This design comes from an exercise in tuning for small area, a short achievable clock period and few clock cycles per item on the open sky130 flow, not from production work.
RTL that was checked went through simulation tests only; none was proved equivalent to the original.

==> flow/design.v (excerpt) <==
module snitch_shared_muldiv #(
  parameter int unsigned IdWidth = 8,
  parameter int unsigned DataWidth = 32
) (
  input  logic                 clk_i,
  input  logic                 rst_ni,
  input  logic [31:0]          acc_qaddr_i,   
  input  logic [IdWidth-1:0]   acc_qid_i,
  input  logic [31:0]          acc_qdata_op_i,   
  input  logic [DataWidth-1:0] acc_qdata_arga_i,
  input  logic [DataWidth-1:0] acc_qdata_argb_i,
  input  logic [DataWidth-1:0] acc_qdata_argc_i,
  input  logic                 acc_qvalid_i,
  output logic                 acc_qready_o,
  output logic [DataWidth-1:0] acc_pdata_o,
  output logic [IdWidth-1:0]   acc_pid_o,
  output logic                 acc_perror_o,
  output logic                 acc_pvalid_o,
  input  logic                 acc_pready_i
);
  logic st_nega_q, st_norm_q, st_shift_q, st_dstep_q, st_mstep_q, st_fix_q, st_done_q;
  logic        out_free;
  assign out_free = acc_pready_i;
  logic idle;
  logic busy_q;   
  assign idle = ~busy_q | (st_done_q & out_free);
  logic [2:0] f3;
  assign f3 = acc_qdata_op_i[14:12];
  logic in_div, in_sdiv, in_negA, in_negB;
  assign in_div  = f3[2];
  assign in_sdiv = f3[2] & ~f3[0];                         
  assign in_negA = in_sdiv & acc_qdata_arga_i[31];
  assign in_negB = in_sdiv & acc_qdata_argb_i[31];
  logic div_q, rem_q, negA_q, negB_q, sa_q, sb_q, outh_q, bzero_q, xtra_q, mext_q;
  logic [IdWidth-1:0] id_q;
  ...
Size in the first run: roughly 2,700 cells after synthesis, ~140 flip-flops, roughly 17,000 µm² of cells after synthesis.
clock: 11.0 ns
lec_check: 0
abc_area: 1
cap_margin: 20
core_margin: 2
core_utilization: 40
setup_slack_margin: 5
slew_margin: 20
standard.sh (not shown) runs the stock make flow with config.mk's settings and CLKGATE_MAP_FILE= SYNTH_SCRIPT=/design/flow/synth_recipe.tcl, a recipe that flattens the netlist after the stock synthesis.
==> flow/flow/run.sh <==
#!/bin/bash
set -e
sed 's/SETUP_SLACK_MARGIN=[0-9.]*/SETUP_SLACK_MARGIN=5.5/' standard.sh > standard_m.sh
bash standard_m.sh > standard.log 2>&1
Testbench counts at the start, summed over its fixed seeds: cycles 60,126, ops 8,000.
==> next run, changes <==
--- a/flow/design.v
+++ b/flow/design.v
@@ -69,21 +69,24 @@
   output logic                 acc_qready_o,
   output logic [DataWidth-1:0] acc_pdata_o,
   output logic [IdWidth-1:0]   acc_pid_o,
   output logic                 acc_perror_o,
   output logic                 acc_pvalid_o,
   input  logic                 acc_pready_i
 );
   logic st_nega_q, st_norm_q, st_shift_q, st_dstep_q, st_mstep_q, st_fix_q, st_done_q;
+  logic        ovalid_q;
+  logic [31:0] odata_q;
+  logic [IdWidth-1:0] oid_q;
   logic        out_free;
-  assign out_free = acc_pready_i;
+  assign out_free = ~ovalid_q | acc_pready_i;
   logic idle;
-  logic busy_q;   
-  assign idle = ~busy_q | (st_done_q & out_free);
+  assign idle = ~(st_nega_q | st_norm_q | st_shift_q | st_dstep_q | st_mstep_q |
+                  st_fix_q | (st_done_q & ~out_free));
   logic [2:0] f3;
   assign f3 = acc_qdata_op_i[14:12];
   logic in_div, in_sdiv, in_negA, in_negB;
   assign in_div  = f3[2];
   assign in_sdiv = f3[2] & ~f3[0];                         
   assign in_negA = in_sdiv & acc_qdata_arga_i[31];
   assign in_negB = in_sdiv & acc_qdata_argb_i[31];
   logic div_q, rem_q, negA_q, negB_q, sa_q, sb_q, outh_q, bzero_q, xtra_q, mext_q;
@@ -148,20 +151,20 @@
   assign f4   = fk[2] ? f8[39:4]                : f8[35:0];
   assign f2   = fk[1] ? f4[35:2]                : f4[33:0];
   assign fout = fk[0] ? f2[32:1]                : f2[31:0];
   logic last_cnt;
   assign last_cnt = (cnt_q == 5'd0);
   logic negq;
   assign negq = negA_q ^ negB_q;
   assign acc_qready_o = idle;
-  assign acc_pvalid_o = st_done_q;
+  assign acc_pvalid_o = ovalid_q;
   assign acc_perror_o = 1'b0;
-  assign acc_pid_o    = id_q;
-  assign acc_pdata_o  = f4[31:0];
+  assign acc_pid_o    = oid_q;
+  assign acc_pdata_o  = odata_q;
   logic qbit;
   assign qbit = ~sum[36];
   logic n_nega, n_norm, n_shift, n_dstep, n_mstep, n_fix, n_done;
   logic [4:0] nb;   
   always_comb begin
     n_xh = 1'b0; n_xl = 1'b0; n_invx = 1'b0;
     n_one0 = 1'b0; n_two0 = 1'b0; n_inv0 = 1'b0; n_cin0 = 1'b0;
     n_one1 = 1'b0; n_two1 = 1'b0; n_inv1 = 1'b0;
@@ -228,24 +231,29 @@
     xsel_h <= n_xh; xsel_l <= n_xl; invx <= n_invx;
     one0 <= n_one0; two0 <= n_two0; inv0 <= n_inv0; cin0 <= n_cin0;
     one1 <= n_one1; two1 <= n_two1; inv1 <= n_inv1;
   end
   always_ff @(posedge clk_i or negedge rst_ni) begin
     if (!rst_ni) begin
       st_nega_q <= 1'b0; st_norm_q <= 1'b0; st_shift_q <= 1'b0; st_dstep_q <= 1'b0;
       st_mstep_q <= 1'b0; st_fix_q <= 1'b0; st_done_q <= 1'b0;
-      busy_q <= 1'b0;
+      ovalid_q <= 1'b0;
     end else begin
       st_nega_q <= n_nega; st_norm_q <= n_norm; st_shift_q <= n_shift; st_dstep_q <= n_dstep;
       st_mstep_q <= n_mstep; st_fix_q <= n_fix; st_done_q <= n_done;
-      busy_q <= n_nega | n_norm | n_shift | n_dstep | n_mstep | n_fix | n_done;
+      if (st_done_q & out_free) ovalid_q <= 1'b1;
+      else if (acc_pready_i) ovalid_q <= 1'b0;
     end
   end
   always_ff @(posedge clk_i) begin
+    if (st_done_q & out_free) begin
+      odata_q <= fout;
+      oid_q   <= id_q;
+    end
     if (idle) begin
       id_q    <= acc_qid_i;
       div_q   <= in_div;
       rem_q   <= f3[1];
       negA_q  <= in_negA;
       negB_q  <= in_negB;
       sa_q    <= ~f3[1] | ~f3[0];                  
       sb_q    <= ~f3[1];                           
@@ -290,13 +298,13 @@
       end else begin
         H_q     <= {sum[36], sum[36:4]};
         L_q     <= {sum[3:0], L_q[31:4]};
         cnt_q   <= cnt_q - 5'd1;
         if (last_cnt) xtra_q <= 1'b1;
       end
     end
     if (st_fix_q) begin
-      H_q    <= sum[33:0];
-      outh_q <= 1'b1;
+      if (rem_q) H_q <= sum[33:0];
+      else L_q <= sum[31:0];
     end
   end
 endmodule
Design area increases by about 8%.
Clock skew increases by 3.3 ps.
Core utilization decreases by 0.29 points.
Clock-buffer cell count increases by 2.
Fmax increases by about 1.2%.
Die area increases by about 9%.
Wire length increases by 13%.
Testbench counts after the change, summed over its fixed seeds: cycles 60,134, ops 8,000.


the previous run:
The RTL this note starts from:
==> flow/design.v <==
module lzc #(
  parameter int unsigned WIDTH = 2,
  parameter bit          MODE  = 1'b0,   
  parameter int unsigned CNT_WIDTH = (WIDTH > 1) ? $clog2(WIDTH) : 1
) (
  input  logic [WIDTH-1:0]     in_i,
  output logic [CNT_WIDTH-1:0] cnt_o,
  output logic                 empty_o
);
  always_comb begin
    cnt_o = '0;
    if (MODE) begin
      for (int i = 0; i < WIDTH; i++) begin
        if (in_i[i]) cnt_o = CNT_WIDTH'(WIDTH - 1 - i);
      end
    end else begin
      for (int i = WIDTH - 1; i >= 0; i--) begin
        if (in_i[i]) cnt_o = CNT_WIDTH'(i);
      end
    end
  end
  assign empty_o = ~(|in_i);
endmodule
module stream_arbiter #(
  parameter int unsigned DW    = 32,
  parameter int unsigned N_INP = 2
) (
  input  logic                   clk_i,
  input  logic                   rst_ni,
  input  logic [N_INP*DW-1:0]    inp_data_i,
  input  logic [N_INP-1:0]       inp_valid_i,
  output logic [N_INP-1:0]       inp_ready_o,
  output logic [DW-1:0]          oup_data_o,
  output logic                   oup_valid_o,
  input  logic                   oup_ready_i
);
  logic lock_q, lock_d;    
  logic sel_q;             
  logic sel;
  assign sel = lock_q ? sel_q : inp_valid_i[1];
  assign oup_valid_o = inp_valid_i[sel];
  assign oup_data_o  = sel ? inp_data_i[2*DW-1:DW] : inp_data_i[DW-1:0];
  assign inp_ready_o[0] = oup_ready_i & ~sel;
  assign inp_ready_o[1] = oup_ready_i & sel;
  assign lock_d = oup_valid_o & ~oup_ready_i;
  always_ff @(posedge clk_i or negedge rst_ni) begin
    if (!rst_ni) begin
      lock_q <= 1'b0;
      sel_q  <= 1'b0;
    end else begin
      lock_q <= lock_d;
      sel_q  <= sel;
    end
  end
endmodule
module snitch_shared_muldiv #(
  parameter int unsigned IdWidth = 8,
  parameter int unsigned DataWidth = 32
) (
  input  logic                 clk_i,
  input  logic                 rst_ni,
  input  logic [31:0]          acc_qaddr_i,   
  input  logic [IdWidth-1:0]   acc_qid_i,
  input  logic [31:0]          acc_qdata_op_i,   
  input  logic [DataWidth-1:0] acc_qdata_arga_i,
  input  logic [DataWidth-1:0] acc_qdata_argb_i,
  input  logic [DataWidth-1:0] acc_qdata_argc_i,
  input  logic                 acc_qvalid_i,
  output logic                 acc_qready_o,
  output logic [DataWidth-1:0] acc_pdata_o,
  output logic [IdWidth-1:0]   acc_pid_o,
  output logic                 acc_perror_o,
  output logic                 acc_pvalid_o,
  input  logic                 acc_pready_i
);
  logic st_nega_q, st_norm_q, st_shift_q, st_dstep_q, st_mstep_q, st_fix_q, st_done_q;
  logic        ovalid_q;
  logic [31:0] odata_q;
  logic [IdWidth-1:0] oid_q;
  logic        out_free;
  assign out_free = ~ovalid_q | acc_pready_i;
  logic idle;
  assign idle = ~(st_nega_q | st_norm_q | st_shift_q | st_dstep_q | st_mstep_q |
                  st_fix_q | (st_done_q & ~out_free));
  logic [2:0] f3;
  assign f3 = acc_qdata_op_i[14:12];
  logic in_div, in_sdiv, in_negA, in_negB;
  assign in_div  = f3[2];
  assign in_sdiv = f3[2] & ~f3[0];                         
  assign in_negA = in_sdiv & acc_qdata_arga_i[31];
  assign in_negB = in_sdiv & acc_qdata_argb_i[31];
  logic div_q, rem_q, negA_q, negB_q, sa_q, sb_q, outh_q, bzero_q, xtra_q, mext_q;
  logic [IdWidth-1:0] id_q;
  logic [33:0] H_q;    
  logic [31:0] L_q;    
  logic [32:0] M_q;    
  logic [4:0]  cnt_q;  
  logic [4:0]  ksh_q;  
  logic        xsel_h, xsel_l, invx, one0, two0, inv0, cin0, one1, two1, inv1;
  logic        n_xh, n_xl, n_invx, n_one0, n_two0, n_inv0, n_cin0, n_one1, n_two1, n_inv1;
  logic [36:0] xop, y0, y1, csa_s, csa_c, sum;
  logic [36:0] msx;
  assign msx = {{4{M_q[32]}}, M_q};
  assign xop = (({37{xsel_h}} & {{3{H_q[33]}}, H_q}) | ({37{xsel_l}} & {5'b0, L_q})) ^ {37{invx}};
  assign y0  = (({37{one0}} & msx) | ({37{two0}} & {msx[35:0], 1'b0})) ^ {37{inv0}};
  assign y1  = (({37{one1}} & {msx[34:0], 2'b0}) | ({37{two1}} & {msx[33:0], 3'b0})) ^ {37{inv1}};
  assign csa_s = xop ^ y0 ^ y1;
  assign csa_c = {(xop[35:0] & y0[35:0]) | (xop[35:0] & y1[35:0]) | (y0[35:0] & y1[35:0]), inv1};
  assign sum = csa_s + csa_c + {36'b0, cin0};
  logic        xa, xb;
  logic [4:0]  za, zb;
  logic        za_empty, zb_empty;
  assign xa = ~div_q & sa_q & H_q[31];
  assign xb = div_q ? negB_q : (sb_q & L_q[31]);
  lzc #(.WIDTH(32), .MODE(1'b1)) i_lzc_a (.in_i(H_q[31:0] ^ {32{xa}}), .cnt_o(za), .empty_o(za_empty));
  lzc #(.WIDTH(32), .MODE(1'b1)) i_lzc_b (.in_i(L_q ^ {32{xb}}), .cnt_o(zb), .empty_o(zb_empty));
  logic [5:0] za6, zb6;
  assign za6 = za_empty ? 6'd32 : {1'b0, za};
  assign zb6 = zb_empty ? 6'd32 : {1'b0, zb};
  logic [5:0] sdiff;
  logic       bzero;
  assign sdiff = (zb_empty ? 6'd31 : {1'b0, zb}) - za6;
  assign bzero = zb_empty & ~negB_q;
  logic       swap;
  logic [5:0] zmin;
  logic [3:0] nstep;    
  assign swap  = za6 > zb6;
  assign zmin  = swap ? za6 : zb6;
  assign nstep = (zmin < 6'd3) ? 4'd8 : 4'((6'd36 - zmin) >> 2);
  logic [31:0] fhi, flo, fout;
  logic [4:0]  fk;
  assign fk  = ksh_q;
  always_comb begin
    if (st_shift_q) begin             
      fhi = {1'b0, L_q[31:1]};
      flo = {L_q[0], 31'b0};
    end else if (outh_q) begin        
      fhi = {32{H_q[33]}};
      flo = H_q[31:0];
    end else begin                    
      fhi = H_q[31:0];
      flo = L_q;
    end
  end
  logic [47:0] f16;
  logic [39:0] f8;
  logic [35:0] f4;
  logic [33:0] f2;
  assign f16  = fk[4] ? {fhi, flo[31:16]}       : {fhi[15:0], flo};
  assign f8   = fk[3] ? f16[47:8]               : f16[39:0];
  assign f4   = fk[2] ? f8[39:4]                : f8[35:0];
  assign f2   = fk[1] ? f4[35:2]                : f4[33:0];
  assign fout = fk[0] ? f2[32:1]                : f2[31:0];
  logic last_cnt;
  assign last_cnt = (cnt_q == 5'd0);
  logic negq;
  assign negq = negA_q ^ negB_q;
  assign acc_qready_o = idle;
  assign acc_pvalid_o = ovalid_q;
  assign acc_perror_o = 1'b0;
  assign acc_pid_o    = oid_q;
  assign acc_pdata_o  = odata_q;
  logic qbit;
  assign qbit = ~sum[36];
  logic n_nega, n_norm, n_shift, n_dstep, n_mstep, n_fix, n_done;
  logic [4:0] nb;   
  always_comb begin
    n_xh = 1'b0; n_xl = 1'b0; n_invx = 1'b0;
    n_one0 = 1'b0; n_two0 = 1'b0; n_inv0 = 1'b0; n_cin0 = 1'b0;
    n_one1 = 1'b0; n_two1 = 1'b0; n_inv1 = 1'b0;
    if (st_norm_q) nb = {swap ? H_q[3:0] : L_q[3:0], 1'b0};
    else if (last_cnt) nb = {4'b0000, L_q[3]};    
    else nb = L_q[7:3];
    if (n_mstep) begin
      n_xh   = 1'b1;
      n_inv0 = nb[2]; n_cin0 = nb[2];
      n_one0 = nb[1] ^ nb[0];
      n_two0 = (nb[2] & ~nb[1] & ~nb[0]) | (~nb[2] & nb[1] & nb[0]);
      n_inv1 = nb[4];
      n_one1 = nb[3] ^ nb[2];
      n_two1 = (nb[4] & ~nb[3] & ~nb[2]) | (~nb[4] & nb[3] & nb[2]);
    end
    if (n_dstep) begin
      n_xh = 1'b1; n_one0 = 1'b1; n_inv0 = ~negB_q; n_cin0 = ~negB_q;
    end
    if (n_nega) begin
      n_xh = 1'b1; n_invx = 1'b1; n_cin0 = 1'b1;
    end
    if (n_fix) begin
      if (rem_q) begin
        n_xh = 1'b1; n_invx = negA_q; n_cin0 = negA_q;
      end else if (st_norm_q & bzero) begin
        n_inv0 = 1'b1;   
      end else begin
        n_xl = 1'b1; n_invx = 1'b1; n_cin0 = 1'b1;
      end
    end
  end
  always_comb begin
    n_nega = 1'b0; n_norm = 1'b0; n_shift = 1'b0; n_dstep = 1'b0;
    n_mstep = 1'b0; n_fix = 1'b0; n_done = 1'b0;
    if (idle & acc_qvalid_i) begin
      if (in_negA) n_nega = 1'b1;
      else n_norm = 1'b1;
    end
    if (st_nega_q) n_norm = 1'b1;
    if (st_norm_q) begin
      if (!div_q) n_mstep = 1'b1;
      else if (bzero) begin
        if (rem_q ? negA_q : 1'b1) n_fix = 1'b1;
        else n_done = 1'b1;
      end else if (sdiff[5]) begin
        if (rem_q & negA_q) n_fix = 1'b1;
        else n_done = 1'b1;
      end else n_shift = 1'b1;
    end
    if (st_shift_q) n_dstep = 1'b1;
    if (st_dstep_q) begin
      if (!last_cnt) n_dstep = 1'b1;
      else if (rem_q ? negA_q : negq) n_fix = 1'b1;
      else n_done = 1'b1;
    end
    if (st_mstep_q) begin
      if (~xtra_q & (~last_cnt | mext_q)) n_mstep = 1'b1;
      else n_done = 1'b1;
    end
    if (st_fix_q) n_done = 1'b1;
    if (st_done_q & ~out_free) n_done = 1'b1;
  end
  always_ff @(posedge clk_i) begin
    xsel_h <= n_xh; xsel_l <= n_xl; invx <= n_invx;
    one0 <= n_one0; two0 <= n_two0; inv0 <= n_inv0; cin0 <= n_cin0;
    one1 <= n_one1; two1 <= n_two1; inv1 <= n_inv1;
  end
  always_ff @(posedge clk_i or negedge rst_ni) begin
    if (!rst_ni) begin
      st_nega_q <= 1'b0; st_norm_q <= 1'b0; st_shift_q <= 1'b0; st_dstep_q <= 1'b0;
      st_mstep_q <= 1'b0; st_fix_q <= 1'b0; st_done_q <= 1'b0;
      ovalid_q <= 1'b0;
    end else begin
      st_nega_q <= n_nega; st_norm_q <= n_norm; st_shift_q <= n_shift; st_dstep_q <= n_dstep;
      st_mstep_q <= n_mstep; st_fix_q <= n_fix; st_done_q <= n_done;
      if (st_done_q & out_free) ovalid_q <= 1'b1;
      else if (acc_pready_i) ovalid_q <= 1'b0;
    end
  end
  always_ff @(posedge clk_i) begin
    if (st_done_q & out_free) begin
      odata_q <= fout;
      oid_q   <= id_q;
    end
    if (idle) begin
      id_q    <= acc_qid_i;
      div_q   <= in_div;
      rem_q   <= f3[1];
      negA_q  <= in_negA;
      negB_q  <= in_negB;
      sa_q    <= ~f3[1] | ~f3[0];                  
      sb_q    <= ~f3[1];                           
      outh_q  <= in_div ? f3[1] : (f3[1] | f3[0]);   
      H_q     <= {{2{in_negA}}, acc_qdata_arga_i};
      L_q     <= acc_qdata_argb_i;
      M_q     <= {acc_qdata_arga_i[31] & (~f3[1] | ~f3[0]), acc_qdata_arga_i};
    end
    if (st_nega_q) H_q <= sum[33:0];
    if (st_norm_q) begin
      if (div_q) begin
        cnt_q   <= sdiff[4:0];
        ksh_q   <= (bzero | sdiff[5]) ? 5'd0 : ~sdiff[4:0];
        bzero_q <= bzero;
        if (bzero | sdiff[5]) L_q <= '0;
      end else begin
        cnt_q   <= {1'b0, nstep - 4'd1};
        ksh_q   <= {3'(4'd8 - nstep), 2'b00};
        mext_q  <= (zmin == 6'd0);
        xtra_q  <= 1'b0;
        H_q     <= '0;
        if (swap) begin
          L_q <= H_q[31:0];
          M_q <= {L_q[31] & sb_q, L_q};
        end
      end
    end
    if (st_shift_q) begin
      M_q <= {negB_q, fout};
      L_q <= '0;
      ksh_q <= 5'd0;
    end
    if (st_dstep_q) begin
      if (qbit) H_q <= sum[33:0];
      L_q   <= {L_q[30:0], qbit};
      M_q   <= {M_q[32], M_q[32:1]};
      cnt_q <= cnt_q - 5'd1;
    end
    if (st_mstep_q) begin
      if (xtra_q) begin
        H_q <= sum[33:0];
      end else begin
        H_q     <= {sum[36], sum[36:4]};
        L_q     <= {sum[3:0], L_q[31:4]};
        cnt_q   <= cnt_q - 5'd1;
        if (last_cnt) xtra_q <= 1'b1;
      end
    end
    if (st_fix_q) begin
      if (rem_q) H_q <= sum[33:0];
      else L_q <= sum[31:0];
    end
  end
endmodule
export LEC_CHECK = 0
export ABC_AREA = 1
export CAP_MARGIN = 20
export CORE_MARGIN = 2
export CORE_UTILIZATION = 40
export SETUP_SLACK_MARGIN = 5
export SLEW_MARGIN = 20
create_clock -name core_clock -period 11.0 [get_ports {clk_i}]
run.sh (not shown) runs the stock make flow with config.mk's settings and CLKGATE_MAP_FILE= SYNTH_SCRIPT=/design/flow/synth_recipe.tcl, a recipe that flattens the netlist after the stock synthesis.
Stock flow here: none of the scripts above is used.
Testbench counts of the previous run, summed over its fixed seeds: cycles 60,134, ops 8,000.
Relative to the previous run, the following input files were edited for the current run:
--- a/flow/design.v
+++ b/flow/design.v
@@ -75,9 +75,6 @@
 );
   logic st_nega_q, st_norm_q, st_shift_q, st_dstep_q, st_mstep_q, st_fix_q, st_done_q;
-  logic        ovalid_q;
-  logic [31:0] odata_q;
-  logic [IdWidth-1:0] oid_q;
   logic        out_free;
-  assign out_free = ~ovalid_q | acc_pready_i;
+  assign out_free = acc_pready_i;
   logic idle;
   assign idle = ~(st_nega_q | st_norm_q | st_shift_q | st_dstep_q | st_mstep_q |
@@ -157,8 +154,8 @@
   assign negq = negA_q ^ negB_q;
   assign acc_qready_o = idle;
-  assign acc_pvalid_o = ovalid_q;
+  assign acc_pvalid_o = st_done_q;
   assign acc_perror_o = 1'b0;
-  assign acc_pid_o    = oid_q;
-  assign acc_pdata_o  = odata_q;
+  assign acc_pid_o    = id_q;
+  assign acc_pdata_o  = f4[31:0];
   logic qbit;
   assign qbit = ~sum[36];
@@ -237,17 +234,10 @@
       st_nega_q <= 1'b0; st_norm_q <= 1'b0; st_shift_q <= 1'b0; st_dstep_q <= 1'b0;
       st_mstep_q <= 1'b0; st_fix_q <= 1'b0; st_done_q <= 1'b0;
-      ovalid_q <= 1'b0;
     end else begin
       st_nega_q <= n_nega; st_norm_q <= n_norm; st_shift_q <= n_shift; st_dstep_q <= n_dstep;
       st_mstep_q <= n_mstep; st_fix_q <= n_fix; st_done_q <= n_done;
-      if (st_done_q & out_free) ovalid_q <= 1'b1;
-      else if (acc_pready_i) ovalid_q <= 1'b0;
     end
   end
   always_ff @(posedge clk_i) begin
-    if (st_done_q & out_free) begin
-      odata_q <= fout;
-      oid_q   <= id_q;
-    end
     if (idle) begin
       id_q    <= acc_qid_i;
@@ -304,6 +294,6 @@
     end
     if (st_fix_q) begin
-      if (rem_q) H_q <= sum[33:0];
-      else L_q <= sum[31:0];
+      H_q    <= sum[33:0];
+      outh_q <= 1'b1;
     end
   end
- Delta (the current run minus the previous run): sequential share of cell area fell by 5.0 points; sequential cell area dropped about 30%.
- Compare the previous run and the current run | number of cells on the critical path lower: the current run
- Against the previous run, the current run comes in 0.02 ns higher on peak per-stage delay on the critical path.
Only the layout flow was run in the current run; the RTL was not checked for function there.

## static timing again, ports no longer ideal
How much do the figures lean on ideal ports? The routed layouts below were timed once more, with nothing changed but the port constraints.
Step 1 sets driving cells, clkbuf_16 on the clock port and buf_2 on the other inputs (assumed; they add their load-dependent delay and slew).
Step 2 also shifts input and output timing later by t, the mid clock arrival at the registers, as if the neighbouring blocks saw the same clock.
Three values: ideal ports, drivers, drivers and shift; two values: the first two.
run | shift t [ns] | setup slack, ns | latest minus earliest clock arrival (ns) | slew at the worst register clock pin (ns)
the first run of note 1 | 0.522 | 5.522 / 5.466 / 5.577 | 0.012 / 0.012 | 0.08 / 0.08
the second run of note 1 | 0.555 | 5.587 / 5.560 / 5.358 | 0.015 / 0.015 | 0.08 / 0.08
the previous run | 0.556 | 5.138 / 5.127 / 5.127 | 0.020 / 0.020 | 0.09 / 0.09
the current run | 0.512 | 5.038 / 4.983 / 5.165 | 0.011 / 0.011 | 0.07 / 0.07
After both steps setup and hold are still met in every run listed. The setup slack of the second run of note 1, which loses most, moves by -0.027 ns with the drivers and by -0.229 ns with both steps.
